Background: an optimization exercise with open tools, aiming at small area, a short achievable clock period and few clock cycles per item. Do not read the settings as production practice. Function was checked by simulation only, so behaviour that the tests miss may differ from the original.

==> design/flow/config.mk <==
export PLATFORM = sky130hd
export DESIGN_NAME = ascon_p_serial_multiround
export DESIGN_NICKNAME = ascon_p_serial_multiround
export VERILOG_FILES = /design/flow/design.v
export SDC_FILE = /design/flow/constraint.sdc
export NUM_CORES = 4
export LEC_CHECK = 0
export CAP_MARGIN = 20
export CORE_MARGIN = 2
export CORE_UTILIZATION = 50
export PLACE_DENSITY = 0.72
export SETUP_SLACK_MARGIN = 2.1
export SLEW_MARGIN = 60
export SYNTH_HIERARCHICAL = 1
export SYNTH_MINIMUM_KEEP_SIZE = 0
==> design/flow/constraint.sdc <==
create_clock -name core_clock -period 4.2 [get_ports {clk}]
set_input_delay 0.8400 -clock core_clock [delete_from_list [all_inputs] [get_ports {clk}]]
set_output_delay 0.8400 -clock core_clock [all_outputs]
set_load 0.01 [all_outputs]
==> design/flow/design.v <==
`timescale 1ns / 1ps
module rotr
    #(parameter BW = 64)
    (
        input [BW - 1:0] val,     
        input [5:0] n_1,          
        input [5:0] n_2,          
        output [BW - 1:0] out
    );
    assign out = ((val >> n_1) | (val << (BW - n_1))) ^ ((val >> n_2) | (val << (BW - n_2)));
endmodule
module ascon_xor (input a, input b, output y);
    assign y = a ^ b;
endmodule
module ascon_xnor (input a, input b, output y);
    assign y = ~(a ^ b);
endmodule
module ascon_orn (input a, input b, output y);
    assign y = a | ~b;
endmodule
module ascon_or (input a, input b, output y);
    assign y = a | b;
endmodule
module ascon_muxi (input s, input a, input b, output y);
    assign y = ~(s ? a : b);
endmodule
module ascon_c1 (input x1, input x2, input x3, output y);
    assign y = x1 ? ~(x3 & x2) : (x3 & ~x2);
endmodule
module ascon_c1i (input x1, input x2n, input x3, output y);
    assign y = x1 ? ~(x3 & ~x2n) : (x3 & x2n);
endmodule
module ascon_c3 (input x0, input x3, input x4, output y);
    assign y = (x3 & x0) | (x3 & ~x4) | (x0 & ~x4);
endmodule
module ascon_nxt (input ld, input d, input h, input q, input advn, input rn, output n);
    assign n = ~((advn | rn) & ~((ld & d) | (h & q)));
endmodule
module ascon_rd (input [4:0] s, input [4:0] x, output y);
    assign y = |(s & x);
endmodule
`timescale 1ns / 1ps
module round_counter (
    input            clk,
    input            rstn,
    input            en,       
    input            inc,      
    output reg [3:0] dout,     
    output reg       done,     
    output           adv,      
    output     [3:0] knext     
);
    assign adv   = rstn & ~en & inc & ~done;
    assign knext = (dout == 4'd11) ? 4'd0 : dout + 4'd1;
    always @(posedge clk) begin
        if (!rstn || en) begin
            dout <= 4'd0;
            done <= 1'b0;
        end else if (inc && !done) begin
            dout <= dout + 4'd1;
            if (dout == 4'd11)
                done <= 1'b1;
        end
    end
endmodule
`timescale 1ns / 1ps
module ascon_p_serial_multiround     
     #(parameter BW = 64) (
         input clk,
         input rstn,
         input en,                        
         input en_inc,                    
         input [2:0] slice_idx,           
         input [BW-1:0] slice_in,         
         output reg [BW-1:0] slice_out,   
         output done                      
     );
    reg  [BW-1:0] x0, x1, x2, x3, x4;
    wire [3:0]    round;
    wire [3:0]    knext;
    wire          adv;
    round_counter round_ctr (
        .clk(clk), .rstn(rstn), .en(en), .inc(en_inc),
        .dout(round), .done(done), .adv(adv), .knext(knext)
    );
    wire [7:0] kadd = {knext, knext};     
    wire [BW-1:0] d0, d1, d2, d3, d4n;    
    genvar i;
    generate
        for (i = 0; i < BW; i = i + 1) begin : g_sbox
            wire b0, b2, t0n, t2n, c0, c1, c2n, c3, e4, b4;
            ascon_xor  XB0(.a(x0[i]), .b(x4[i]), .y(b0));
            ascon_orn  T2 (.a(x3[i]), .b(x4[i]), .y(t2n));           
            if (i >= 4 && i < 8) begin : g_inv
                ascon_xnor XB2(.a(x2[i]), .b(x1[i]), .y(b2));
                ascon_or   T0 (.a(x1[i]), .b(x2[i]), .y(t0n));       
                ascon_c1i  C1 (.x1(x1[i]), .x2n(x2[i]), .x3(x3[i]), .y(c1));
            end else begin : g_pos
                ascon_xor  XB2(.a(x2[i]), .b(x1[i]), .y(b2));
                ascon_orn  T0 (.a(x1[i]), .b(x2[i]), .y(t0n));       
                ascon_c1   C1 (.x1(x1[i]), .x2(x2[i]), .x3(x3[i]), .y(c1));
            end
            ascon_xnor XC0(.a(b0), .b(t0n), .y(c0));                 
            ascon_xor  XC2(.a(b2), .b(t2n), .y(c2n));                
            ascon_c3   C3 (.x0(x0[i]), .x3(x3[i]), .x4(x4[i]), .y(c3));
            ascon_xnor XE4(.a(x3[i]), .b(x0[i]), .y(e4));
            ascon_xor  XB4(.a(x4[i]), .b(x3[i]), .y(b4));
            ascon_muxi C4 (.s(x1[i]), .a(e4), .b(b4), .y(d4n[i]));   
            ascon_xnor XD0(.a(c0), .b(d4n[i]), .y(d0[i]));           
            ascon_xor  XD1(.a(c1), .b(c0), .y(d1[i]));               
            ascon_xnor XD3(.a(c3), .b(c2n), .y(d3[i]));              
            assign d2[i] = c2n;                                      
        end
    endgenerate
    wire ld0 = rstn & en & (slice_idx == 3'd0);
    wire ld1 = rstn & en & (slice_idx == 3'd1);
    wire ld2 = rstn & en & (slice_idx == 3'd2);
    wire ld3 = rstn & en & (slice_idx == 3'd3);
    wire ld4 = rstn & en & (slice_idx == 3'd4);
    wire h0  = rstn & ~ld0 & ~adv;
    wire h1  = rstn & ~ld1 & ~adv;
    wire h2  = rstn & ~ld2 & ~adv;
    wire h3  = rstn & ~ld3 & ~adv;
    wire h4  = rstn & ~ld4 & ~adv;
    wire advn = ~adv;
    wire [BW-1:0] n0, n1, n2, n3, n4;
    generate
        for (i = 0; i < BW; i = i + 1) begin : g_lin
            wire p0, p1, p2, p3, p4;      
            wire r0, r1, r2, r3, r4;      
            wire e2;
            ascon_xor  P0(.a(d0[(i+19)%64]),  .b(d0[(i+28)%64]),  .y(p0));
            ascon_xor  P1(.a(d1[(i+61)%64]),  .b(d1[(i+39)%64]),  .y(p1));
            ascon_xor  P2(.a(d2[(i+1)%64]),   .b(d2[(i+6)%64]),   .y(p2));
            ascon_xor  P3(.a(d3[(i+10)%64]),  .b(d3[(i+17)%64]),  .y(p3));
            ascon_xor  P4(.a(d4n[(i+7)%64]),  .b(d4n[(i+41)%64]), .y(p4));
            ascon_xnor R0(.a(p0), .b(d0[i]),  .y(r0));
            ascon_xnor R1(.a(p1), .b(d1[i]),  .y(r1));
            if (i < 8) begin : g_rc
                ascon_xor  K2(.a(d2[i]), .b(kadd[i]), .y(e2));
            end else begin : g_norc
                assign e2 = d2[i];
            end
            ascon_xnor R2(.a(p2), .b(e2),     .y(r2));
            ascon_xnor R3(.a(p3), .b(d3[i]),  .y(r3));
            ascon_xor  R4(.a(p4), .b(d4n[i]), .y(r4));              
            ascon_nxt  N0(.ld(ld0), .d(slice_in[i]), .h(h0), .q(x0[i]), .advn(advn), .rn(r0), .n(n0[i]));
            ascon_nxt  N1(.ld(ld1), .d(slice_in[i]), .h(h1), .q(x1[i]), .advn(advn), .rn(r1), .n(n1[i]));
            ascon_nxt  N2(.ld(ld2), .d(slice_in[i]), .h(h2), .q(x2[i]), .advn(advn), .rn(r2), .n(n2[i]));
            ascon_nxt  N3(.ld(ld3), .d(slice_in[i]), .h(h3), .q(x3[i]), .advn(advn), .rn(r3), .n(n3[i]));
            ascon_nxt  N4(.ld(ld4), .d(slice_in[i]), .h(h4), .q(x4[i]), .advn(advn), .rn(r4), .n(n4[i]));
        end
    endgenerate
    always @(posedge clk) begin
        x0 <= n0; x1 <= n1; x2 <= n2; x3 <= n3; x4 <= n4;
    end
    wire [4:0] sel;
    assign sel[0] = (slice_idx == 3'd0);
    assign sel[1] = (slice_idx == 3'd1);
    assign sel[2] = (slice_idx == 3'd2);
    assign sel[3] = (slice_idx == 3'd3);
    assign sel[4] = (slice_idx == 3'd4);
    wire [BW-1:0] rd;
    generate
        for (i = 0; i < BW; i = i + 1) begin : g_rd
            ascon_rd RD(.s(sel), .x({x4[i], x3[i], x2[i], x1[i], x0[i]}), .y(rd[i]));
        end
    endgenerate
    always @(posedge clk)
        slice_out <= rd;
endmodule
==> design/flow/flow/run.sh <==
#!/bin/bash
# Layout flow: the standard ORFS flow (standard.sh, all steps from
# synthesis to the final DEF), with the port buffers made of plain
# sky130_fd_sc_hd__buf_2 cells instead of the delay buffers buffer_ports
# picks by default. Everything ORFS prints goes to run_standard.log here;
# each ORFS step also keeps its own log under orfs/logs/.
set -euo pipefail
export BUFFER_PORTS_ARGS="-buffer_cell sky130_fd_sc_hd__buf_2"
bash standard.sh > run_standard.log 2>&1
==> design/flow/standard.sh <==
#!/bin/bash
# synth_recipe.tcl (not shown) runs the flow's synth.tcl, then flattens the netlist and writes it again
# the make line also repeats each setting of config.mk as NAME=value (left out here)
make -C /OpenROAD-flow-scripts/flow DESIGN_CONFIG=/design/flow/config.mk WORK_HOME=/design/flow/orfs CLKGATE_MAP_FILE= SYNTH_SCRIPT=/design/flow/synth_recipe.tcl "${@:-finish}"
==> results.tsv, run 1 <==
metric	value	unit
setup.worst_path.end	x1[10]	
final_hold_viol_count	0	
final_cell_mix	xor2_1 (540), a22oi_1 (384), dfxtp_1 (366), xnor2_1 (339), o21ai_1 (320)	
cts_max_level	2	
r2r-start	x1[49]	
synth_seq_cells	389	
seq_area_frac_synth	28.28	%
fp.coreArea	54770	um^2
viasPerCell	6.448	
ff2ff_setup_slack	1.93	ns
grt_pass1_vias	23738	
dr.first_iter.drc_count	4432	
fillers	4121	
startpoint	x1[49]	
period_share	54.00	%
grt_max_degree	77	
finClkSkew	0.01773	ns
numCtsBuffers	47	
grt_overflow	0	
regArea	7816	um^2
drive_gt1_share	27.39	%
cts.sinks	389	
cp-start-kind	flop	
root_buffer	clkbuf_16	
min_period	2.268	ns
layout.nets	3401	
maxSlewHeadroom	57.03	%
fp-row-count	86	
crit_arrival	2.75	ns
rsz0062_at_grt	true	
multi_input_area	23620	um^2
grt_usage	41.52	%
ys_types	37	
hold_path_class	flop to flop	
yosysWarnings	8	
wl_per_cell	30.38	um
portBuffers	135	
drv_cap	0	
synth_nets	3015	
initial_core_util	50.27	%
path_class	flop to flop	
diodes	0	
clk_pin_slew	0.06	ns
wirelength	123500	um
setup_viol	0	
final_util	67.40	%
status	complete, no violations	
worst_pin_slew	0.6446	ns
required	4.68	ns
num_vias	26225	
cts_buffer_depth	3	
drv_slew	0	
die_width	238.7	um
syn_avg_cell_area	9.356	um^2
die_y	238.7	um
holdBufCountCts	0	
antenna_found_initial	0	
synth_area	27530	um^2
crit_path_max_fanout	6	
max_clock_freq	0.4409	GHz
end_kind	flop	
rr_endpoint	x1[10]	
place_congestion	1.076	
r2r_cells	6	
cts_tree	yes	
area_growth	34.07	%
syn_inst	2943	
fp.dieArea	56960	um^2
grt_pass1_wl	171400	um
io_pins	136	
clk_latency	0.61	ns
firstDrtPassIters	8	
drc	0	
final_common_cell	xor2_1	
setup_tns	0	ns
hpwl	84640	um
antenna_left	0	
registers in the layout, summed over array words and instances (netlist names):
name	cells
round_ctr.dout	4
x3	64
x4	64
x1	64
x0	64
round_ctr.done	1
x2	64
slice_out	64
Yosys stat by module, one instance, submodules excluded:
module / flip-flops and latches / times used / cell area, um^2 / cells inside
ascon_p_serial_multiround: 384 / 1 / 7879 / 412
round_counter: 5 / 1 / 281.5 / 31
ascon_rd: 0 / 64 / 21.27 / 3
ascon_c1i: 0 / 4 / 15.01 / 1
ascon_c3: 0 / 64 / 15.01 / 2
ascon_c1: 0 / 60 / 13.76 / 2
ascon_nxt: 0 / 320 / 12.51 / 2
ascon_muxi: 0 / 64 / 10.01 / 1
ascon_xnor: 0 / 516 / 8.758 / 1
ascon_xor: 0 / 708 / 8.758 / 1
ascon_or: 0 / 4 / 6.256 / 1
ascon_orn: 0 / 124 / 6.256 / 1
layer usage:
metal | part of all wire [%] | vias up | track usage, %
met4 | 8.5 | 2 | 26.36
met2 | 41 | 1990 | 59.87
li1 | - | 11004 | -
met1 | 36 | 12717 | 54.78
met5 | 0.037 | - | 0
met3 | 14 | 512 | 11.24
final cells by class:
class / count / area share, %
timing repair buffer: 340 / 6.874
tap: 704 / 2.386
sequential: 389 / 21.17
clock buffer: 71 / 3.844
inverter: 127 / 1.302
clock inverter: 12 / 0.4338
multi-input combinational: 2424 / 63.99
through the flow:
stage	cells	area, um^2	hold WS, ns	setup WS, ns
after floorplan	2943	27600	0.4982	-0.2494
after global placement	3857	29950	0.5198	1.157
after detailed placement	3869	31700	0.5071	1.455
after CTS	3994	34800	0.5204	2.035
after global routing	4067	36920	0.5577	1.925
final	4067	36920	0.5342	1.932
synthesized netlist by cell type:
library cell  number  area share (%)
a21o_2             1           0.032
a21oi_1            3           0.055
a222oi_1          64             2.3
a22oi_1          384              10
a31oi_1            4           0.091
and2_1             1           0.023
and3b_2            1           0.036
and4_1             1           0.032
buf_4              1           0.027
buf_6              2           0.082
dfxtp_1          389              28
ha_1               1           0.045
inv_1            126             1.7
inv_2              1           0.014
maj3_2            64             2.6
mux2_2             1           0.041
mux2_4             4            0.22
mux2i_1          125             4.5
nand2_1           66            0.90
nand2b_1         128             2.9
nand2b_4           1           0.050
nand3_2            1           0.036
nand3b_1           1           0.027
nand3b_4           1           0.073
nor2_1            13            0.18
nor2_4             1           0.041
nor2b_1            1           0.023
nor2b_4            1           0.050
nor3_1             1           0.018
nor3_2             1           0.036
nor3b_1            1           0.027
o21ai_0            1           0.018
o21ai_1          320             5.8
or2_1              4           0.091
or3_1              1           0.023
xnor2_1          517              16
xor2_1           710              23
critical path, cell delays in order (launching register included):
cell and delay (ns):
dfxtp_1 0.40, nand2b_1 0.26, xnor2_4 0.39, xor2_4 0.38, xor2_4 0.41, xnor2_2 0.22, o21ai_1 0.10
repair_timing:
action / in CTS / in global routing
setup endpoints to repair: 108 / 262
gates resized for setup: 138 / 181
setup buffers: 42 / 73
pin swaps: 39 / 49
kinds of logic after synthesis:
group           count (synthesis)  synth area share, %
compound gates                777                18.81
mux                           130                4.803
fa+ha+maj                      65                2.663
simple gates                  225                4.572
flops                         389                28.28
buf+inv                       130                1.840
xor+xnor                     1227                39.03
how the worst min path moves through the flow:
stage	slack, ns	start	depth (start not counted)	end
floorplan	0.50	round_ctr.dout[3]	2	round_ctr.dout[3]
global placement	0.52	round_ctr.done	2	round_ctr.done
detailed placement	0.51	round_ctr.done	2	round_ctr.done
CTS	0.52	slice_in[6]	3	x4[6]
global route	0.56	slice_in[14]	3	x2[14]
finish	0.53	round_ctr.done	2	round_ctr.done
Testbench counts, summed over its fixed seeds: cycles 6,576, items 384.
==> run 2: changes to the inputs <==
--- a/design/flow/config.mk
+++ b/design/flow/config.mk
@@ -10,4 +10,5 @@
 export CORE_UTILIZATION = 50
+export GPL_ROUTABILITY_DRIVEN = 0
 export PLACE_DENSITY = 0.72
-export SETUP_SLACK_MARGIN = 2.1
+export SETUP_SLACK_MARGIN = 1.9
 export SLEW_MARGIN = 60
==> results.tsv, run 2 <==
metric	value	unit	change
initial_core_util	50.27	%	unchanged
cts.sinks	389		unchanged
hold_path_class	primary input to flop		
crit_arrival	3.25	ns	+0.50 ns
numCtsBuffers	45		-4.3%
synth_area	27530	um^2	unchanged
grt_overflow	0		unchanged
firstDrtPassIters	9		+1
fillers	4389		+6.5%
crit_top_cell	xor2_1		
fin_area	34060	um^2	-7.7%
dr.first_iter.drc_count	4595		+3.7%
grt_pass1_vias	23595		-0.60%
layout.nets	3280		-3.6%
drive_gt1_share	20.79	%	-6.6 points
maxSlewHeadroom	11.71	%	-45 points
die_y	238.7	um	unchanged
end_kind	flop		
syn_avg_cell_area	9.356	um^2	unchanged
antenna_found_initial	0		unchanged
die_width	238.7	um	unchanged
synth_edf_count	0		unchanged
wirelength	118400	um	-4.2%
final_common_cell	xor2_1		
grt_usage	40.04	%	-1.5 points
yosysWarnings	8		unchanged
cts_tree	yes		
clk_pin_slew	0.07	ns	about the same
viasPerCell	6.564		+1.8%
drc	0		unchanged
rsz0062_at_grt	true		
synth_common_cells	xor2_1 (710), xnor2_1 (517), dfxtp_1 (389), a22oi_1 (384), o21ai_1 (320)		
crit_path_max_fanout	6		unchanged
regArea	7787	um^2	-0.37%
yosys_most_used_dff	dfxtp_1		
fp-row-count	86		unchanged
area_growth	23.70	%	
num_vias	25902		-1.2%
period_share	65.65	%	+12 points
critical_path.slowest_cell	xor2_1		
slowest_delay	1.08	ns	+0.67 ns
wl_per_cell	30.00	um	-1.3%
antenna_left	0		unchanged
fp.dieArea	56960	um^2	unchanged
cts_max_level	2		unchanged
status	complete, no violations		
holdBufCountCts	0		unchanged
hpwl	80800	um	-4.5%
grt_pass1_wl	166200	um	-3.0%
portBuffers	135		unchanged
synth_nets	3015		unchanged
drv_slew	0		unchanged
cp-start-kind	flop		
synth_seq_cells	389		unchanged
yosys.area.top_type	dfxtp_1		
worst_pin_slew	1.320	ns	+0.6753 ns
yosysMostFrequentCell	xor2_1		
path_class	flop to flop		
place_area	31460	um^2	-0.74%
seq_area_frac_synth	28.28	%	unchanged
post-place-cells	3843		-0.67%
drv_cap	0		unchanged
ys_types	37		unchanged
finClkSkew	0.03704	ns	+0.01931 ns
io_pins	136		unchanged
min_period	2.757	ns	+0.4893 ns
diodes	0		unchanged
grt_max_degree	124		+61%
max_clock_freq	0.3627	GHz	-18%
required	4.69	ns	about the same
final_hold_viol_count	0		unchanged
fin_cells	3946		-3.0%
root_buffer	clkbuf_16		
syn_inst	2943		unchanged
final_cell_mix	xor2_1 (588), xnor2_1 (398), dfxtp_1 (389), a22oi_1 (384), o21ai_1 (320)		
synth_top_area_share	28.28	%	unchanged
multi_input_area	21910	um^2	-7.2%
clk_latency	0.63	ns	+0.02 ns
synth.area.top_cells	dfxtp_1 (28%), xor2_1 (23%), xnor2_1 (16%)		
cts_buffer_depth	3		unchanged
path_cells	xor2_1 -> xor2_2 -> xor2_1 -> xnor2_1 -> o21ai_1		
synthArstFlopShare	0	%	unchanged
fp.coreArea	54770	um^2	unchanged
setup_viol	0		unchanged
run 2: what timing repair did:
action	in CTS	in global routing
gates cloned	0	0
setup buffers	0	21
gates resized for setup	8	33
endpoints found under the hold margin	0	0
pin swaps	2	10
endpoints found under the setup margin	8	34
run 2: critical path: cells and delay by family, from the launching register on:
kind | cells | cell delay, ns
compound gates | 1 | 0.08
xor+xnor | 4 | 2.07
flops | 1 | 0.47
run 2: cells by family (layout without fill, tap and decap cells):
kind of cell,after synthesis,after routing,synth area share (%)
flops,389,389,28.28
fa+ha+maj,65,65,2.663
buf+inv,130,429,1.840
compound gates,777,777,18.81
xor+xnor,1227,1227,39.03
mux,130,130,4.803
simple gates,225,225,4.572
run 2: routing by layer:
metal,wire (um),vias up,GRT usage (%)
met5,94,-,0.6926
met4,11210,2,27.42
met3,19800,601,16.87
met2,46340,2189,55.64
met1,40920,12326,49.91
li1,-,10784,-
run 2: final timing paths:
kind | slack [ns] | depth (start not counted) | to | startpoint
hold reg to reg | 0.53 | 2 | round_ctr.done | round_ctr.done
setup / recovery | 1.44 | 5 | x2[51] | x1[57]
setup reg to reg | 1.44 | 5 | x2[51] | x1[57]
hold / removal | 0.52 | 3 | x2[43] | slice_in[43]
run 2: cell type report:
type                       instances  area share (%)
clock buffer                      69           3.982
clock inverter                    12          0.2792
inverter                         127           1.411
multi-input combinational       2424           64.33
sequential                       389           22.86
tap                              704           2.586
timing repair buffer             221           4.548
run 2: modules after synthesis (local to each module, per instance):
module | flops+latches | copies in the design | cells inside | cell area [um^2]
ascon_p_serial_multiround | 384 | 1 | 412 | 7879
round_counter | 5 | 1 | 31 | 281.5
ascon_xnor | 0 | 516 | 1 | 8.758
ascon_xor | 0 | 708 | 1 | 8.758
ascon_c1 | 0 | 60 | 2 | 13.76
ascon_or | 0 | 4 | 1 | 6.256
ascon_orn | 0 | 124 | 1 | 6.256
ascon_c3 | 0 | 64 | 2 | 15.01
ascon_nxt | 0 | 320 | 2 | 12.51
ascon_muxi | 0 | 64 | 1 | 10.01
ascon_c1i | 0 | 4 | 1 | 15.01
ascon_rd | 0 | 64 | 3 | 21.27
run 2: stage by stage:
step	utilization (%)	setup WS, ns	hold WS [ns]	TNS, ns
finish	62.19	1.443	0.5217	0
CTS	60.21	1.902	0.5129	0
global placement	54.39	1.291	0.5143	0
floorplan	-	-0.2494	0.4982	-79.80
global route	62.19	1.487	0.5266	0
detailed placement	57.44	1.276	0.5087	0
==> run 3: changes to the inputs <==
--- a/design/flow/config.mk
+++ b/design/flow/config.mk
@@ -10,3 +10,4 @@
 export CORE_UTILIZATION = 50
-export GPL_ROUTABILITY_DRIVEN = 0
+export CTS_BUF_LIST = sky130_fd_sc_hd__clkbuf_4 sky130_fd_sc_hd__clkbuf_8
+export CTS_CLUSTER_SIZE = 30
 export PLACE_DENSITY = 0.72
==> results.tsv, run 3 <==
metric	value	unit	change
period_share	57.65	%	-8.0 points
finClkSkew	0.03690	ns	-0.0001382 ns
portBuffers	135		unchanged
holdBufCountCts	0		unchanged
layout.nets	3327		+1.4%
place_area	31700	um^2	+0.75%
synth_common_cells	xor2_1 (710), xnor2_1 (517), dfxtp_1 (389), a22oi_1 (384), o21ai_1 (320)		
fin_area	34050	um^2	about the same
pre_cts_ws	1.455	ns	+0.1790 ns
cp-start-kind	flop		
drc	0		unchanged
synth_edf_count	0		unchanged
grt_overflow	0		unchanged
synth_area	27530	um^2	unchanged
antenna_found_initial	1		+1
path_cells	xor2_1 -> mux2i_4 -> xnor2_1 -> xor2_1 -> xnor2_1 -> o21ai_1		
area_growth	23.67	%	about the same
initial_core_util	50.27	%	unchanged
firstDrtPassIters	7		-2
slowest_delay	0.52	ns	-0.56 ns
post-place-cells	3869		+0.68%
syn_inst	2943		unchanged
status	complete, no violations		
cts.sinks	389		unchanged
yosysMostFrequentCell	xor2_1		
crit_arrival	2.99	ns	-0.26 ns
clk_pin_slew	0.06	ns	about the same
num_vias	25536		-1.4%
place_congestion	1.076		
worst_pin_slew	0.6977	ns	-0.6222 ns
hold_path_class	primary input to flop		
wl_per_cell	29.86	um	-0.47%
min_period	2.421	ns	-0.3358 ns
fp.coreArea	54770	um^2	unchanged
hpwl	84640	um	+4.7%
synth.area.top_cells	dfxtp_1 (28%), xor2_1 (23%), xnor2_1 (16%)		
end_kind	flop		
path_class	flop to flop		
final_common_cell	xor2_1		
fp-row-count	86		unchanged
viasPerCell	6.362		-3.1%
die_y	238.7	um	unchanged
setup_viol	0		unchanged
drv_slew	0		unchanged
wirelength	119800	um	+1.2%
rsz0062_at_grt	true		
die_width	238.7	um	unchanged
drive_gt1_share	21.82	%	+1.0 points
synth_seq_cells	389		unchanged
cts_max_level	3		+1
ys_types	37		unchanged
io_pins	136		unchanged
r2r-start	x3[35]		
seq_area_frac_synth	28.28	%	unchanged
yosysWarnings	8		unchanged
fp.dieArea	56960	um^2	unchanged
clk_latency	0.71	ns	+0.08 ns
root_buffer	clkbuf_8		
cts_buffer_depth	3		unchanged
max_clock_freq	0.4130	GHz	+14%
dr.first_iter.drc_count	4110		-11%
crit_path_max_fanout	7		+1
ff2ff_setup_slack	1.78	ns	+0.34 ns
grt_pass1_vias	23406		-0.80%
required	4.76	ns	+0.07 ns
critical_path.slowest_cell	xnor2_1		
grt_pass1_wl	168400	um	+1.3%
yosys_most_used_dff	dfxtp_1		
yosys.area.top_type	dfxtp_1		
maxSlewHeadroom	53.15	%	+41 points
antenna_left	0		unchanged
synth_nets	3015		unchanged
startpoint	x3[35]		
fin_cells	4014		+1.7%
grt_max_degree	77		-38%
synth_top_area_share	28.28	%	unchanged
numCtsBuffers	74		+64%
grt_usage	40.85	%	+0.81 points
fin_ws	1.779	ns	+0.3358 ns
final_cell_mix	xor2_1 (597), xnor2_1 (414), dfxtp_1 (389), a22oi_1 (384), o21ai_1 (320)		
cts_tree	yes		
syn_avg_cell_area	9.356	um^2	unchanged
synthArstFlopShare	0	%	unchanged
min_from	slice_in[43]		
drv_cap	0		unchanged
final_hold_viol_count	0		unchanged
==> run 3: cell count changes in the layout (fill, tap and decap cells not counted), sizes merged, moves of 2 or more <==
cell and change:
buf +18, bufinv +2, clkbuf +52, clkinv -4, inv -2
==> run 3: cells by family after synthesis <==
group,count (synthesis),share of synthesized area [%]
xor gates and xnor gates,1227,39.03
buffers and inverters,130,1.840
muxes,130,4.803
adders and majority gates,65,2.663
and+or+nand+nor,225,4.572
DFF,389,28.28
AOI/OAI and AO/OA,777,18.81
==> run 3: worst paths after layout <==
path | end | depth (start not counted)
max | x0[16] | 6
min | x3[43] | 3
max reg2reg | x0[16] | 6
min reg2reg | round_ctr.done | 2
==> run 3: layer usage <==
| metal | GRT usage, % | vias up | share of wire [%] |
|---|---|---|---|
| met5 | 0 | - | 0 |
| met4 | 27.97 | 0 | 8.1 |
| met3 | 10.21 | 421 | 13 |
| met2 | 57.98 | 1917 | 41 |
| met1 | 54.35 | 12293 | 37 |
| li1 | - | 10905 | - |
==> run 3: cell type report <==
cell class              instances  area [um^2]
fillers                      4579        20720
clock buffers                 121         1534
repair buffers                239         1687
flip-flops and latches        389         7787
well taps                     704        880.8
inverters                     127        480.5
clock inverters                 9        125.1
diodes                          1        2.502
multi-input cells            2424        21550
==> run 3: critical path: cells and delay by family (launching register included) <==
family / cells / cell delay, ns
AOI/OAI and AO/OA: 1 / 0.09
xor gates and xnor gates: 4 / 1.51
DFF: 1 / 0.50
muxes: 1 / 0.19
==> run 3: timing repair <==
action	CTS	global route
pin swaps	1	10
setup endpoints to repair	15	40
gates resized for setup	13	31
setup buffers	0	14
==> run 3: per-module statistics from Yosys, one instance, submodules excluded, excerpt <==
module                     flops+latches  cells inside  copies in the design
ascon_muxi                             0             1                    64
ascon_p_serial_multiround            384           412                     1
ascon_rd                               0             3                    64
ascon_xor                              0             1                   708
round_counter                          5            31                     1
ascon_c1                               0             2                    60
ascon_c3                               0             2                    64
ascon_or                               0             1                     4
ascon_xnor                             0             1                   516
ascon_c1i                              0             1                     4
ascon_orn                              0             1                   124
==> run 3: stage by stage <==
step	hold slack (ns)	setup TNS [ns]	utilization, %
after floorplan	0.4982	-79.80	-
after global placement	0.5198	0	54.69
after detailed placement	0.5071	0	57.87
after CTS	0.4126	0	61.08
after global routing	0.4642	0	62.17
final	0.4395	0	62.17
==> run 4: changes to the inputs <==
--- a/design/flow/config.mk
+++ b/design/flow/config.mk
@@ -9,6 +9,4 @@
 export CORE_MARGIN = 2
-export CORE_UTILIZATION = 50
-export CTS_BUF_LIST = sky130_fd_sc_hd__clkbuf_4 sky130_fd_sc_hd__clkbuf_8
-export CTS_CLUSTER_SIZE = 30
-export PLACE_DENSITY = 0.72
+export CORE_UTILIZATION = 55
+export PLACE_DENSITY = 0.75
 export SETUP_SLACK_MARGIN = 1.9
==> results.tsv, run 4 <==
metric	value	unit	change
cts.sinks	389		unchanged
grt_usage	46.03	%	+5.2 points
yosysWarnings	8		unchanged
min_period	2.365	ns	-0.05597 ns
cts_buffer_depth	3		unchanged
initial_core_util	56.02	%	+5.7 points
layout.nets	3318		-0.27%
drv_slew	0		unchanged
cp-start-kind	flop		
ff2ff_setup_slack	1.83	ns	+0.06 ns
wl_met3	17420	um	+8.2%
io_pins	136		unchanged
drv_cap	0		unchanged
cts_max_level	2		-1
die_width	227.7	um	-4.6%
firstDrtPassIters	9		+2
syn_avg_cell_area	9.356	um^2	unchanged
diodes	0		-1
period_share	56.32	%	-1.3 points
hold-path-endpoint	x3[50]		
synth_edf_count	0		unchanged
synth_common_cells	xor2_1 (710), xnor2_1 (517), dfxtp_1 (389), a22oi_1 (384), o21ai_1 (320)		
setup_tns	0	ns	unchanged
fp.dieArea	51870	um^2	-8.9%
status	complete, no violations		
final_hold_viol_count	0		unchanged
wirelength	124500	um	+3.9%
path_class	flop to flop		
r2r_cells	7		+1
clk_pin_slew	0.06	ns	about the same
min_from	slice_in[50]		
synth_top_area_share	28.28	%	unchanged
setup_viol	0		unchanged
synth.area.top_cells	dfxtp_1 (28%), xor2_1 (23%), xnor2_1 (16%)		
synth_area	27530	um^2	unchanged
yosys.area.top_type	dfxtp_1		
holdBufCountCts	0		unchanged
yosys_most_used_dff	dfxtp_1		
cts_tree	yes		
hpwl	88400	um	+4.4%
root_buffer	clkbuf_16		
seq_area_frac_synth	28.28	%	unchanged
synthArstFlopShare	0	%	unchanged
drc	0		unchanged
route.met2.wl	51020	um	+3.2%
maxSlewHeadroom	52.44	%	-0.72 points
dr.first_iter.drc_count	4269		+3.9%
top_layer_used	met4		
max_clock_freq	0.4228	GHz	+2.4%
antenna_left	0		unchanged
drt-met1-wl	45110	um	+1.2%
end_kind	flop		
yosysMostFrequentCell	xor2_1		
ys_types	37		unchanged
synth_seq_cells	389		unchanged
portBuffers	135		unchanged
final_cell_mix	xor2_1 (600), xnor2_1 (407), dfxtp_1 (389), a22oi_1 (384), o21ai_1 (320)		
clk_latency	0.60	ns	-0.11 ns
antenna_found_initial	0		-1
crit_path_max_fanout	7		unchanged
crit_arrival	2.83	ns	-0.16 ns
rsz0062_at_grt	true		
area_growth	24.09	%	
r2r-start	x3[10]		
num_vias	25829		+1.1%
worst_pin_slew	0.7110	ns	+0.01333 ns
numCtsBuffers	46		-38%
grt_pass1_wl	174600	um	+3.7%
drive_gt1_share	20.72	%	-1.1 points
grt_pass1_vias	24217		+3.5%
place_congestion	1.043		-3.1%
wl_per_cell	31.54	um	+5.7%
startpoint	x3[10]		
whs_path_depth	3		unchanged
rr_endpoint	x0[46]		
grt_max_degree	76		-1.3%
fillers	3856		-16%
hold_path_class	primary input to flop		
viasPerCell	6.546		+2.9%
finClkSkew	0.01645	ns	-0.02045 ns
synth_nets	3015		unchanged
syn_inst	2943		unchanged
grt_overflow	0		unchanged
final_common_cell	xor2_1		
required	4.67	ns	-0.09 ns
fp-row-count	81		-5.8%
die_y	227.7	um	-4.6%
fp.coreArea	49150	um^2	-10%
## run 4: cell count changes in the layout (fill, tap and decap cells not counted), moves of 6 or more
cell       change
buf_12         +6
buf_4         +16
clkbuf_1      +13
clkbuf_16     +47
clkbuf_4      -21
clkbuf_8      -93
mux2i_1        +6
xnor2_1        -7
xor2_2         -8
## run 4: layer usage
metal | GRT usage (%) | up-vias
met5 | 0 | -
met4 | 31.95 | 0
met3 | 12.16 | 490
met2 | 65.89 | 2042
met1 | 60.32 | 12425
li1 | - | 10872
## run 4: per-module statistics from Yosys (local to each module, per instance)
module                     copies in the design  cell area [um^2]  cells inside
ascon_rd                                     64             21.27             3
ascon_xnor                                  516             8.758             1
ascon_orn                                   124             6.256             1
ascon_c1i                                     4             15.01             1
ascon_c1                                     60             13.76             2
ascon_xor                                   708             8.758             1
ascon_p_serial_multiround                     1              7879           412
ascon_nxt                                   320             12.51             2
ascon_or                                      4             6.256             1
ascon_c3                                     64             15.01             2
round_counter                                 1             281.5            31
ascon_muxi                                   64             10.01             1
## run 4: critical path: stages, from the launching register on
cell	delay, ns
dfxtp_1	0.49
xor2_1	0.20
mux2i_1	0.09
buf_4	0.20
xnor2_2	0.52
xor2_1	0.40
xnor2_1	0.25
o21ai_1	0.09
## run 4: area by class of cell
type / instances / area (um^2) / share of cell area (%)
multi-input cells: 2424 / 21630 / 63.29
flip-flops and latches: 389 / 7787 / 22.79
repair buffers: 258 / 1858 / 5.438
clock buffers: 67 / 1321 / 3.867
well taps: 664 / 830.8 / 2.432
inverters: 127 / 480.5 / 1.406
clock inverters: 17 / 264.0 / 0.7727
## run 4: cells by family (layout without fill, tap and decap cells)
| family | count (synthesis) | count (layout) | share of synthesized area (%) |
|---|---|---|---|
| xor gates and xnor gates | 1227 | 1227 | 39.03 |
| DFF | 389 | 389 | 28.28 |
| buffers and inverters | 130 | 469 | 1.840 |
| muxes | 130 | 130 | 4.803 |
| adders and majority gates | 65 | 65 | 2.663 |
| AOI/OAI and AO/OA | 777 | 777 | 18.81 |
| and+or+nand+nor | 225 | 225 | 4.572 |
## run 4: what timing repair did
item / 4_1_cts / 5_1_grt
endpoints found under the setup margin: 22 / 39
buffers inserted: 1 / 17
pin swaps: 0 / 13
gates resized for setup: 13 / 40
## run 4: through the flow
step	instances	worst slack [ns]	util (%)	hold WS, ns	instance area [um^2]
4_1_cts	3929	1.875	68.06	0.5280	33450
6_report	3946	1.835	69.51	0.5444	34170
5_1_grt	3946	1.843	69.51	0.5569	34170
3_3_place_gp	3829	1.334	61.18	0.5233	30070
3_5_place_dp	3844	1.291	64.59	0.5130	31750
2_1_floorplan	2943	-0.2494	-	0.4982	27600
## run 4: how the worst max path moves through the flow
stage / cells past startpoint / endpoint / slack (ns)
2_1_floorplan: 4 / x0[0] / -0.25
3_3_place_gp: 8 / x0[28] / 1.33
3_5_place_dp: 8 / x0[49] / 1.29
4_1_cts: 6 / x1[6] / 1.88
5_1_grt: 8 / x0[8] / 1.84
6_report: 7 / x0[46] / 1.83
==> run 5: changes to the inputs <==
--- a/design/flow/config.mk
+++ b/design/flow/config.mk
@@ -7,8 +7,8 @@
 export LEC_CHECK = 0
-export CAP_MARGIN = 20
+export CAP_MARGIN = 40
 export CORE_MARGIN = 2
-export CORE_UTILIZATION = 55
-export PLACE_DENSITY = 0.75
+export CORE_UTILIZATION = 50
+export PLACE_DENSITY = 0.72
 export SETUP_SLACK_MARGIN = 1.9
-export SLEW_MARGIN = 60
+export SLEW_MARGIN = 80
 export SYNTH_HIERARCHICAL = 1
==> results.tsv, run 5 <==
metric	value	unit	change
drv_slew	0		unchanged
multi_input_area	26800	um^2	+24%
cp-start-kind	flop		
fillers	2881		-25%
synth_common_cells	xor2_1 (710), xnor2_1 (517), dfxtp_1 (389), a22oi_1 (384), o21ai_1 (320)		
antenna_left	0		unchanged
ys_types	37		unchanged
status	complete, no violations		
synth_top_area_share	28.28	%	unchanged
portBuffers	135		unchanged
pre_cts_ws	1.460	ns	+0.1688 ns
slowest_delay	0.50	ns	-0.02 ns
min_period	2.526	ns	+0.1607 ns
seq_area_frac_synth	28.28	%	unchanged
crit_arrival	3.01	ns	+0.18 ns
fin_area	42730	um^2	+25%
yosys.area.top_type	dfxtp_1		
area_growth	55.19	%	
num_vias	30315		+17%
max_clock_freq	0.3959	GHz	-6.4%
path_class	flop to flop		
io_pins	136		unchanged
grt_overflow	0		unchanged
hold_path_class	flop to flop		
required	4.69	ns	+0.02 ns
hpwl	99110	um	+12%
r2r-start	x4[13]		
antenna_found_initial	8		+8
fin_cells	4429		+12%
rr_endpoint	x1[16]		
syn_inst	2943		unchanged
grt_pass1_wl	194600	um	+11%
yosys_most_used_dff	dfxtp_1		
critical_path.slowest_cell	xor2_2		
wl_per_cell	34.06	um	+8.0%
synth_edf_count	0		unchanged
final_hold_viol_count	0		unchanged
ff2ff_setup_slack	1.67	ns	-0.16 ns
end_kind	flop		
drc	0		unchanged
die_y	238.7	um	+4.8%
layout.nets	3761		+13%
fp.dieArea	56960	um^2	+9.8%
rsz0062_at_grt	true		
synth_nets	3015		unchanged
yosysMostFrequentCell	xor2_1		
grt_max_degree	46		-39%
firstDrtPassIters	15		+6
path_cells	xor2_1 -> xnor2_2 -> buf_1 -> xor2_4 -> clkbuf_4 -> xor2_2 -> xnor2_1 -> o21ai_1		
finClkSkew	0.01914	ns	+0.002689 ns
r2r_cells	8		+1
yosysWarnings	8		unchanged
min_from	round_ctr.done		
final_common_cell	xor2_1		
synthArstFlopShare	0	%	unchanged
initial_core_util	50.27	%	-5.7 points
wirelength	150800	um	+21%
cts.sinks	389		unchanged
fp.coreArea	54770	um^2	+11%
hold-path-endpoint	round_ctr.done		
root_buffer	clkbuf_16		
cts_buffer_depth	3		unchanged
synth_seq_cells	389		unchanged
maxSlewHeadroom	60.78	%	+8.3 points
crit_path_max_fanout	6		-1
cts_max_level	2		unchanged
post-place-cells	4291		+12%
dr.first_iter.drc_count	6162		+44%
final_cell_mix	xor2_1 (385), a22oi_1 (384), buf_2 (348), o21ai_1 (320), xnor2_1 (286)		
cts_tree	yes		
drv_cap	0		unchanged
worst_pin_slew	0.5878	ns	-0.1233 ns
grt_usage	47.20	%	+1.2 points
clk_pin_slew	0.06	ns	about the same
setup_viol	0		unchanged
drive_gt1_share	45.11	%	+24 points
clk_latency	0.62	ns	+0.02 ns
regArea	8153	um^2	+4.7%
numCtsBuffers	46		unchanged
synth_area	27530	um^2	unchanged
grt_pass1_vias	27910		+15%
synth.area.top_cells	dfxtp_1 (28%), xor2_1 (23%), xnor2_1 (16%)		
whs_path_depth	2		-1
period_share	60.14	%	+3.8 points
viasPerCell	6.845		+4.6%
fin_ws	1.674	ns	-0.1607 ns
place_area	39060	um^2	+23%
syn_avg_cell_area	9.356	um^2	unchanged
fp-row-count	86		+6.2%
die_width	238.7	um	+4.8%
place_congestion	1.076		+3.2%
[run 5: cell counts after synthesis]
No cell type changed its count.
[run 5: modules after synthesis, one instance, submodules excluded, excerpt]
module,flops+latches,copies in the design,cells inside,area (um^2)
ascon_p_serial_multiround,384,1,412,7879
round_counter,5,1,31,281.5
ascon_rd,0,64,3,21.27
ascon_c3,0,64,2,15.01
ascon_c1i,0,4,1,15.01
ascon_c1,0,60,2,13.76
ascon_nxt,0,320,2,12.51
ascon_xnor,0,516,1,8.758
ascon_xor,0,708,1,8.758
ascon_orn,0,124,1,6.256
[run 5: logic make-up after synthesis]
family	Yosys count	synth area share [%]
xor gates and xnor gates	1227	39.03
DFF	389	28.28
buffers and inverters	130	1.840
and+or+nand+nor	225	4.572
adders and majority gates	65	2.663
muxes	130	4.803
AOI/OAI and AO/OA	777	18.81
[run 5: layout make-up]
| class | instances | area share (%) |
|---|---|---|
| inverters | 127 | 1.124 |
| flip-flops and latches | 389 | 19.08 |
| multi-input cells | 2424 | 62.72 |
| diodes | 3 | 0.01757 |
| clock inverters | 12 | 0.5095 |
| well taps | 704 | 2.061 |
| repair buffers | 701 | 11.11 |
| clock buffers | 69 | 3.373 |
[run 5: repair_timing]
item,CTS,global route
buffers inserted,1,17
setup endpoints to repair,16,64
pin swaps,3,21
gates resized for setup,29,219
hold buffers,0,0
[run 5: worst max path at each step]
stage / cells after the start / start / endpoint
after floorplan: 4 / en / x0[0]
after global placement: 7 / en / x4[45]
after detailed placement: 10 / en / x2[9]
after CTS: 9 / x0[30] / x0[2]
after global routing: 8 / x4[10] / x1[35]
final: 8 / x4[13] / x1[16]
[run 5: per-layer routing]
layer	track usage, %	up-vias	wire (um)
met5	0	-	298
met4	37.05	14	17180
met3	18.96	1158	27130
met2	66.45	3183	59430
met1	57.13	14338	46800
li1	-	11622	-
[run 5: critical path: cells and delay by family, from the launching register on]
| family | cells | cell delay, ns |
|---|---|---|
| DFF | 1 | 0.46 |
| AOI/OAI and AO/OA | 1 | 0.10 |
| buffers and inverters | 2 | 0.49 |
| xor gates and xnor gates | 5 | 1.35 |
[run 5: through the flow]
stage	hold slack [ns]	setup TNS (ns)	utilization [%]
global route	0.5625	0	78.01
CTS	0.5293	0	74.46
global placement	0.5198	0	54.69
finish	0.5186	0	78.02
detailed placement	0.5045	0	71.31
floorplan	0.4982	-79.80	-
==> run 6: changes to the inputs <==
--- a/design/flow/config.mk
+++ b/design/flow/config.mk
@@ -7,8 +7,11 @@
 export LEC_CHECK = 0
-export CAP_MARGIN = 40
+export CAP_MARGIN = 20
 export CORE_MARGIN = 2
 export CORE_UTILIZATION = 50
+export CTS_BUF_LIST = sky130_fd_sc_hd__clkbuf_16
+export CTS_CLUSTER_DIAMETER = 60
+export CTS_CLUSTER_SIZE = 20
 export PLACE_DENSITY = 0.72
 export SETUP_SLACK_MARGIN = 1.9
-export SLEW_MARGIN = 80
+export SLEW_MARGIN = 60
 export SYNTH_HIERARCHICAL = 1
==> results.tsv, run 6 <==
metric	value	unit	change
die_width	238.7	um	unchanged
area_growth	22.99	%	
root_buffer	clkbuf_16		
worst_pin_slew	0.6866	ns	+0.09879 ns
fin_cells	3957		-11%
syn_avg_cell_area	9.356	um^2	unchanged
antenna_left	0		unchanged
holdBufCountCts	0		unchanged
synth_nets	3015		unchanged
end_kind	flop		
synth_edf_count	0		unchanged
cts.sinks	389		unchanged
seq_area_frac_synth	28.28	%	unchanged
fp.dieArea	56960	um^2	unchanged
slowest_delay	0.54	ns	+0.04 ns
post-place-cells	3869		-9.8%
layout.nets	3293		-12%
synthArstFlopShare	0	%	unchanged
path_cells	xor2_1 -> mux2i_2 -> xnor2_1 -> xor2_1 -> xnor2_2 -> o21ai_1		
crit_top_cell	xor2_1		
rsz0062_at_grt	true		
syn_inst	2943		unchanged
critPathTopFamily	XOR/XNOR gates		
whs	0.5353	ns	+0.01672 ns
yosys.area.top_type	dfxtp_1		
antenna_found_initial	1		-7
io_pins	136		unchanged
grt_pass1_wl	168300	um	-14%
r2r_cells	6		-2
multi_input_area	21620	um^2	-19%
cts_buffer_depth	3		unchanged
place_area	31700	um^2	-19%
synth_seq_cells	389		unchanged
grt_pass1_vias	23151		-17%
critPathBufInv	0		-2
final_hold_viol_count	0		unchanged
drive_gt1_share	20.44	%	-25 points
initial_core_util	50.27	%	unchanged
wirelength	119200	um	-21%
place_congestion	1.076		unchanged
whs_path_depth	2		unchanged
grt_max_degree	77		+67%
clk_latency	0.62	ns	about the same
hpwl	84640	um	-15%
regArea	7787	um^2	-4.5%
fp.coreArea	54770	um^2	unchanged
cp-start-kind	flop		
path_class	flop to flop		
yosysMostFrequentCell	xor2_1		
maxSlewHeadroom	53.90	%	-6.9 points
portBuffers	135		unchanged
final_common_cell	xor2_1		
finClkSkew	0.02158	ns	+0.002436 ns
required	4.69	ns	about the same
viasPerCell	6.366		-7.0%
cts_tree	yes		
status	complete, no violations		
drc	0		unchanged
hold_path_class	flop to flop		
period_share	56.60	%	-3.5 points
grt_usage	40.74	%	-6.5 points
max_clock_freq	0.4207	GHz	+6.3%
critical_path.slowest_cell	mux2i_2		
synth_area	27530	um^2	unchanged
setup_viol	0		unchanged
final_cell_mix	xor2_1 (598), xnor2_1 (409), dfxtp_1 (389), a22oi_1 (384), o21ai_1 (320)		
fin_area	33870	um^2	-21%
drv_cap	0		unchanged
num_vias	25191		-17%
firstDrtPassIters	9		-6
dr.first_iter.drc_count	4269		-31%
grt_overflow	0		unchanged
synth_top_area_share	28.28	%	unchanged
die_y	238.7	um	unchanged
crit_arrival	2.86	ns	-0.15 ns
fillers	4629		+61%
yosysWarnings	8		unchanged
min_period	2.377	ns	-0.1489 ns
crit_path_max_fanout	7		+1
synth.area.top_cells	dfxtp_1 (28%), xor2_1 (23%), xnor2_1 (16%)		
diodes	0		-3
ys_types	37		unchanged
drv_slew	0		unchanged
cts_max_level	2		unchanged
cp_num_cells	6		-2
clk_pin_slew	0.07	ns	about the same
yosys_most_used_dff	dfxtp_1		
fp-row-count	86		unchanged
wl_per_cell	30.12	um	-12%
synth_common_cells	xor2_1 (710), xnor2_1 (517), dfxtp_1 (389), a22oi_1 (384), o21ai_1 (320)		
numCtsBuffers	42		-8.7%
## run 6: logic make-up (layout without fill, tap and decap cells)
logic type                 count (synthesis)  count (layout)  share of synthesized area, %
AOI/OAI and AO/OA                        777             777                         18.81
muxes                                    130             130                         4.803
buffers and inverters                    130             440                         1.840
DFF                                      389             389                         28.28
and+or+nand+nor                          225             225                         4.572
adders and majority gates                 65              65                         2.663
xor gates and xnor gates                1227            1227                         39.03
## run 6: layer usage
layer	wire, um	vias to the layer above	share of wire (%)	track usage, %
met1	44470	12094	37	54.37
met5	0	-	0	0
met4	9484	0	8.0	26.02
li1	-	10815	-	-
met2	49370	1872	41	58.31
met3	15840	410	13	10.40
## run 6: Yosys stat by module (local to each module, per instance)
module,cell area [um^2],cells
ascon_nxt,12.51,2
ascon_c3,15.01,2
ascon_muxi,10.01,1
ascon_p_serial_multiround,7879,412
ascon_or,6.256,1
ascon_rd,21.27,3
round_counter,281.5,31
ascon_xnor,8.758,1
ascon_c1,13.76,2
ascon_xor,8.758,1
ascon_c1i,15.01,1
ascon_orn,6.256,1
## run 6: cell type report
type,count,area share (%)
Clock buffer,43,3.177
Clock inverter,33,1.075
Inverter,127,1.419
Multi-Input combinational cell,2424,63.83
Sequential cell,389,23.00
Tap cell,704,2.601
Timing Repair Buffer,237,4.899
## run 6: final timing paths
path | from | to | slack (ns)
worst max-delay path | x3[35] | x0[7] | 1.82
worst min-delay path | round_ctr.done | round_ctr.done | 0.54
worst max register to register | x3[35] | x0[7] | 1.82
worst min register to register | round_ctr.done | round_ctr.done | 0.54
## run 6: what timing repair did
item,CTS,global route
resized for setup,13,35
pin swaps,1,10
endpoints found under the setup margin,17,42
setup buffers,0,12
## run 6: per-stage QoR
| step | utilization [%] | setup TNS (ns) | setup slack [ns] |
|---|---|---|---|
| 2_1_floorplan | - | -79.80 | -0.2494 |
| 3_3_place_gp | 54.69 | 0 | 1.157 |
| 3_5_place_dp | 57.87 | 0 | 1.455 |
| 4_1_cts | 60.68 | 0 | 1.815 |
| 5_1_grt | 61.83 | 0 | 1.802 |
| 6_report | 61.83 | 0 | 1.823 |
## run 6: worst register-to-register path, cell delays in order (launching register included)
cell and delay (ns):
dfxtp_1 0.50, xor2_1 0.14, mux2i_2 0.54, xnor2_1 0.36, xor2_1 0.27, xnor2_2 0.35, o21ai_1 0.10
==> run 7: changes to the inputs <==
--- a/design/flow/config.mk
+++ b/design/flow/config.mk
@@ -10,5 +10,2 @@
 export CORE_UTILIZATION = 50
-export CTS_BUF_LIST = sky130_fd_sc_hd__clkbuf_16
-export CTS_CLUSTER_DIAMETER = 60
-export CTS_CLUSTER_SIZE = 20
 export PLACE_DENSITY = 0.72
@@ -18 +15,2 @@
 export SYNTH_MINIMUM_KEEP_SIZE = 0
+export TNS_END_PERCENT = 30
==> results.tsv, run 7 <==
metric	value	unit	change
num_vias	25070		-0.48%
slowest_delay	0.49	ns	-0.05 ns
drive_gt1_share	19.99	%	-0.45 points
hold_path_class	flop to flop		
synthArstFlopShare	0	%	unchanged
path_class	flop to flop		
clk_latency	0.61	ns	about the same
area_growth	23.45	%	
holdBufCountCts	0		unchanged
wirelength	120400	um	+1.1%
viasPerCell	6.331		-0.56%
end_kind	flop		
hpwl	86150	um	+1.8%
grt_pass1_wl	170200	um	+1.2%
critPathBufInv	0		unchanged
antenna_left	0		unchanged
final_hold_viol_count	0		unchanged
numCtsBuffers	47		+12%
wl_per_cell	30.41	um	+0.98%
synth_nets	3015		unchanged
setup_viol	0		unchanged
drc	0		unchanged
finClkSkew	0.02440	ns	+0.002828 ns
io_pins	136		unchanged
layout.nets	3291		-0.061%
fp-row-count	86		unchanged
grt_overflow	0		unchanged
period_share	57.28	%	+0.68 points
dr.first_iter.drc_count	3942		-7.7%
path_cells	nand2b_1 -> xnor2_2 -> xor2_2 -> xor2_2 -> xnor2_1 -> o21ai_1		
portBuffers	135		unchanged
synth_area	27530	um^2	unchanged
yosys_most_used_dff	dfxtp_1		
synth_top_area_share	28.28	%	unchanged
cp-start-kind	flop		
grt_pass1_vias	23222		+0.31%
fp.dieArea	56960	um^2	unchanged
rsz0062_at_grt	true		
diodes	0		unchanged
critical_path.slowest_cell	xnor2_1		
crit_arrival	2.88	ns	+0.02 ns
fillers	4631		+0.043%
clk_pin_slew	0.06	ns	about the same
maxSlewHeadroom	54.41	%	+0.51 points
syn_avg_cell_area	9.356	um^2	unchanged
final_cell_mix	xor2_1 (604), xnor2_1 (405), dfxtp_1 (389), a22oi_1 (384), o21ai_1 (320)		
seq_area_frac_synth	28.28	%	unchanged
cts_buffer_depth	3		unchanged
cts_tree	yes		
synth_common_cells	xor2_1 (710), xnor2_1 (517), dfxtp_1 (389), a22oi_1 (384), o21ai_1 (320)		
crit_top_cell	xor2_2		
syn_inst	2943		unchanged
cts_max_level	2		unchanged
drv_slew	0		unchanged
critPathTopFamily	XOR/XNOR gates		
yosys.area.top_type	dfxtp_1		
synth_seq_cells	389		unchanged
setup_tns	0	ns	unchanged
root_buffer	clkbuf_16		
yosysMostFrequentCell	xor2_1		
final_util	62.06	%	+0.23 points
place_congestion	1.066		-0.98%
max_clock_freq	0.4157	GHz	-1.2%
yosysWarnings	8		unchanged
grt_usage	41.50	%	+0.76 points
grt_max_degree	82		+6.5%
worst_pin_slew	0.6706	ns	-0.01601 ns
initial_core_util	50.27	%	unchanged
fp.coreArea	54770	um^2	unchanged
synth.area.top_cells	dfxtp_1 (28%), xor2_1 (23%), xnor2_1 (16%)		
required	4.68	ns	about the same
cts.sinks	389		unchanged
status	complete, no violations		
min_period	2.406	ns	+0.02852 ns
drv_cap	0		unchanged
firstDrtPassIters	9		unchanged
final_common_cell	xor2_1		
die_y	238.7	um	unchanged
antenna_found_initial	0		-1
die_width	238.7	um	unchanged
ys_types	37		unchanged
synth_edf_count	0		unchanged
crit_path_max_fanout	6		-1
[run 7: cell types whose count changed in the layout (fill, tap and decap cells not counted), sizes merged]
cell      before  now
bufinv         5    6
inv          141  126
buf          237  230
clkinvlp       7    3
clkinv         7    8
clkbuf        43   70
[run 7: cell type report]
cell class | count | area, um^2 | share of cell area [%]
Multi-Input combinational cell | 2424 | 21500 | 63.26
Sequential cell | 389 | 7787 | 22.91
Timing Repair Buffer | 230 | 1687 | 4.962
Clock buffer | 70 | 1415 | 4.163
Tap cell | 704 | 880.8 | 2.591
Inverter | 127 | 480.5 | 1.414
Clock inverter | 16 | 239.0 | 0.7031
[run 7: cell families after synthesis]
logic type,Yosys count,synth area share (%)
multiplexers,130,4.803
AO/OA/AOI/OAI,777,18.81
XOR/XNOR,1227,39.03
flip-flops,389,28.28
buffers and inverters,130,1.840
adder cells (fa/ha/maj),65,2.663
AND/OR/NAND/NOR,225,4.572
[run 7: worst paths after layout]
| kind | from | end | slack (ns) | cells past startpoint |
|---|---|---|---|---|
| hold / removal | round_ctr.done | round_ctr.done | 0.52 | 2 |
| setup reg to reg | x1[8] | x1[11] | 1.79 | 6 |
| hold reg to reg | round_ctr.done | round_ctr.done | 0.52 | 2 |
| setup / recovery | x1[8] | x1[11] | 1.79 | 6 |
[run 7: what timing repair did]
item	in CTS	in global routing
pin swaps	0	5
setup endpoints to repair	13	40
resized for setup	5	11
buffers inserted	0	5
[run 7: worst register-to-register path: stages (launching register included)]
cell and delay, ns:
dfxtp_1 0.38, nand2b_1 0.21, xnor2_2 0.37, xor2_2 0.45, xor2_2 0.27, xnor2_1 0.49
o21ai_1 0.11
[run 7: metrics by stage]
stage | setup slack [ns] | std cells | instance area [um^2] | hold slack (ns)
global placement | 1.474 | 3853 | 29960 | 0.5363
detailed placement | 1.454 | 3867 | 31740 | 0.5171
finish | 1.794 | 3960 | 33990 | 0.5162
floorplan | -0.2494 | 2943 | 27560 | 0.4982
global route | 1.782 | 3960 | 33990 | 0.5598
CTS | 1.860 | 3953 | 33440 | 0.5216
[run 7: metal layers]
layer / global-route usage, % / vias up / wire length, um
li1: - / 10812 / -
met1: 54.30 / 12119 / 45700
met2: 59.75 / 1739 / 49910
met3: 11.62 / 398 / 15310
met4: 26.91 / 2 / 9477
met5: 0 / - / 34
[run 7: modules after synthesis, one instance, submodules excluded, a selection]
| module | cells inside | times used | flops+latches |
|---|---|---|---|
| ascon_c1 | 2 | 60 | 0 |
| ascon_c3 | 2 | 64 | 0 |
| ascon_nxt | 2 | 320 | 0 |
| ascon_or | 1 | 4 | 0 |
| ascon_orn | 1 | 124 | 0 |
| ascon_rd | 3 | 64 | 0 |
| ascon_xnor | 1 | 516 | 0 |
| ascon_xor | 1 | 708 | 0 |
| round_counter | 31 | 1 | 5 |
==> run 8: changes to the inputs <==
--- a/design/flow/config.mk
+++ b/design/flow/config.mk
@@ -15,2 +15 @@
 export SYNTH_MINIMUM_KEEP_SIZE = 0
-export TNS_END_PERCENT = 30
==> results.tsv, run 8 <==
metric	value	unit	change
synthArstFlopShare	0	%	unchanged
setup_viol	0		unchanged
cts_tree	yes		
syn_inst	2943		unchanged
path_class	flop to flop		
grt_pass1_wl	168800	um	-0.83%
holdBufCountCts	0		unchanged
synth_nets	3015		unchanged
viasPerCell	6.367		+0.57%
fillers	4606		-0.54%
yosysMostFrequentCell	xor2_1		
cts_buffer_depth	3		unchanged
worst_pin_slew	0.6632	ns	-0.007357 ns
yosysWarnings	8		unchanged
area_growth	23.43	%	about the same
grt_usage	40.91	%	-0.59 points
synth_seq_cells	389		unchanged
drv_slew	0		unchanged
place_congestion	1.076		+0.99%
end_kind	flop		
wirelength	119400	um	-0.89%
antenna_left	0		unchanged
wl_per_cell	30.11	um	-0.99%
cts_max_level	2		unchanged
final_hold_viol_count	0		unchanged
final_common_cell	xor2_1		
final_util	62.05	%	about the same
final_cell_mix	xor2_1 (596), xnor2_1 (408), dfxtp_1 (389), a22oi_1 (384), o21ai_1 (320)		
max_clock_freq	0.4182	GHz	+0.60%
synth_top_area_share	28.28	%	unchanged
synth_common_cells	xor2_1 (710), xnor2_1 (517), dfxtp_1 (389), a22oi_1 (384), o21ai_1 (320)		
drv_cap	0		unchanged
cts.sinks	389		unchanged
layout.nets	3298		+0.21%
finClkSkew	0.01653	ns	-0.007876 ns
seq_area_frac_synth	28.28	%	unchanged
syn_avg_cell_area	9.356	um^2	unchanged
synth.area.top_cells	dfxtp_1 (28%), xor2_1 (23%), xnor2_1 (16%)		
slowest_delay	0.55	ns	+0.06 ns
period_share	56.94	%	-0.34 points
die_y	238.7	um	unchanged
clk_pin_slew	0.06	ns	about the same
min_period	2.391	ns	-0.01434 ns
fp-row-count	86		unchanged
ys_types	37		unchanged
antenna_found_initial	0		unchanged
cp-start-kind	flop		
maxSlewHeadroom	54.91	%	+0.50 points
firstDrtPassIters	9		unchanged
portBuffers	135		unchanged
fin_ws	1.809	ns	+0.01434 ns
drc	0		unchanged
required	4.68	ns	about the same
grt_overflow	0		unchanged
die_width	238.7	um	unchanged
numCtsBuffers	47		unchanged
yosys_most_used_dff	dfxtp_1		
grt_pass1_vias	23233		+0.047%
regArea	7787	um^2	unchanged
crit_path_max_fanout	7		+1
synth_area	27530	um^2	unchanged
fp.coreArea	54770	um^2	unchanged
hpwl	84640	um	-1.7%
rsz0062_at_grt	true		
pre_cts_ws	1.455	ns	+0.0009400 ns
root_buffer	clkbuf_16		
fp.dieArea	56960	um^2	unchanged
dr.first_iter.drc_count	4361		+11%
crit_arrival	2.87	ns	about the same
synth_edf_count	0		unchanged
initial_core_util	50.27	%	unchanged
clk_latency	0.61	ns	about the same
diodes	0		unchanged
path_cells	xor2_1 -> mux2i_4 -> xnor2_2 -> xor2_1 -> xnor2_1 -> o21ai_1		
io_pins	136		unchanged
drive_gt1_share	20.52	%	+0.53 points
hold_path_class	flop to flop		
crit_top_cell	xor2_1		
yosys.area.top_type	dfxtp_1		
critical_path.slowest_cell	xnor2_2		
grt_max_degree	77		-6.1%
status	complete, no violations		
multi_input_area	21600	um^2	+0.45%
num_vias	25239		+0.67%
==> run 8: cell counts after synthesis <==
Identical to the previous run, type by type.
==> run 8: area by class of cell <==
type | instances | share of cell area [%]
inverters | 127 | 1.414
flip-flops and latches | 389 | 22.92
clock inverters | 12 | 0.4713
multi-input cells | 2424 | 63.55
repair buffers | 237 | 4.882
well taps | 704 | 2.592
clock buffers | 71 | 4.175
==> run 8: timing repair <==
item	CTS	global route
endpoints found under the setup margin	16	39
gates resized for setup	13	39
pin swaps	1	9
buffers inserted	0	12
==> run 8: cell families after synthesis <==
| kind of cell | Yosys count | share of synthesized area (%) |
|---|---|---|
| XOR/XNOR | 1227 | 39.03 |
| AND/OR/NAND/NOR | 225 | 4.572 |
| AO/OA/AOI/OAI | 777 | 18.81 |
| multiplexers | 130 | 4.803 |
| buffers and inverters | 130 | 1.840 |
| adder cells (fa/ha/maj) | 65 | 2.663 |
| flip-flops | 389 | 28.28 |
==> run 8: stage by stage <==
| stage | TNS [ns] | hold slack [ns] | area [um^2] | instances |
|---|---|---|---|---|
| floorplan | -79.80 | 0.4982 | 27600 | 2943 |
| global placement | 0 | 0.5198 | 29950 | 3857 |
| detailed placement | 0 | 0.5071 | 31700 | 3869 |
| CTS | 0 | 0.5204 | 33370 | 3952 |
| global route | 0 | 0.5493 | 33980 | 3964 |
| finish | 0 | 0.5342 | 33980 | 3964 |
==> run 8: path summary, 6_finish.rpt <==
kind / start / to / slack (ns) / cells past startpoint
max: x3[28] / x0[0] / 1.81 / 6
max reg2reg: x3[28] / x0[0] / 1.81 / 6
min reg2reg: round_ctr.done / round_ctr.done / 0.53 / 2
min: round_ctr.done / round_ctr.done / 0.53 / 2
==> run 8: per-layer routing <==
metal / up-vias / global-route usage [%] / wire [um]
li1: 10835 / - / -
met1: 12118 / 54.79 / 44190
met2: 1858 / 58.65 / 49240
met3: 428 / 10.15 / 16120
met4: 0 / 25.91 / 9806
met5: - / 0 / 0
==> run 8: worst max-delay path, delay by kind of cell, from the launching register on <==
family | cells | cell delay [ns]
AOI/OAI and AO/OA | 1 | 0.11
xor gates and xnor gates | 4 | 1.50
DFF | 1 | 0.48
muxes | 1 | 0.18
==> run 8: Yosys stat by module (local to each module, per instance) <==
| module | cells inside | flip-flops and latches | copies in the design | area (um^2) |
|---|---|---|---|---|
| ascon_p_serial_multiround | 412 | 384 | 1 | 7879 |
| round_counter | 31 | 5 | 1 | 281.5 |
| ascon_rd | 3 | 0 | 64 | 21.27 |
| ascon_c1i | 1 | 0 | 4 | 15.01 |
| ascon_c3 | 2 | 0 | 64 | 15.01 |
| ascon_c1 | 2 | 0 | 60 | 13.76 |
| ascon_nxt | 2 | 0 | 320 | 12.51 |
| ascon_muxi | 1 | 0 | 64 | 10.01 |
| ascon_xnor | 1 | 0 | 516 | 8.758 |
| ascon_xor | 1 | 0 | 708 | 8.758 |
| ascon_or | 1 | 0 | 4 | 6.256 |
| ascon_orn | 1 | 0 | 124 | 6.256 |

port drivers added, routing unchanged:
In the flow no input, the clock included, has a driving cell. The finished layouts below were timed again as built, in two steps.
Step 1, drivers: a clkbuf_16 drives clk and a buf_2 each remaining input, both assumed.
Step 2 adds t to the input delays and takes it off the output delays; t is the mean of the earliest and latest rising clock arrival at the registers after step 1. Input paths then give back, and output paths get back, about the clock's delay inside the block.
Three values: ideal, step 1, step 2; two values: the first two.
| run | shift t [ns] | slack for setup (ns) | hold WS [ns] | latest minus earliest clock arrival (ns) |
|---|---|---|---|---|
| run 1 | 0.669 | 1.932 / 1.932 / 1.521 | 0.534 / 0.498 / 0.534 | 0.019 / 0.019 |
| run 2 | 0.676 | 1.443 / 1.443 / 1.341 | 0.522 / 0.479 / 0.528 | 0.037 / 0.038 |
| run 3 | 0.758 | 1.779 / 1.779 / 1.405 | 0.440 / 0.397 / 0.533 | 0.037 / 0.037 |
| run 4 | 0.651 | 1.835 / 1.835 / 1.368 | 0.544 / 0.511 / 0.546 | 0.016 / 0.017 |
| run 5 | 0.677 | 1.674 / 1.674 / 1.389 | 0.519 / 0.493 / 0.519 | 0.020 / 0.019 |
| run 6 | 0.663 | 1.823 / 1.823 / 1.424 | 0.535 / 0.492 / 0.535 | 0.033 / 0.033 |
| run 7 | 0.665 | 1.794 / 1.794 / 1.395 | 0.516 / 0.495 / 0.516 | 0.024 / 0.024 |
| run 8 | 0.667 | 1.809 / 1.809 / 1.415 | 0.534 / 0.500 / 0.534 | 0.017 / 0.017 |
After both steps setup and hold are still met in every run listed. The setup slack of run 4, which loses most, moves by 0.000 ns with the drivers and by -0.467 ns with both steps.
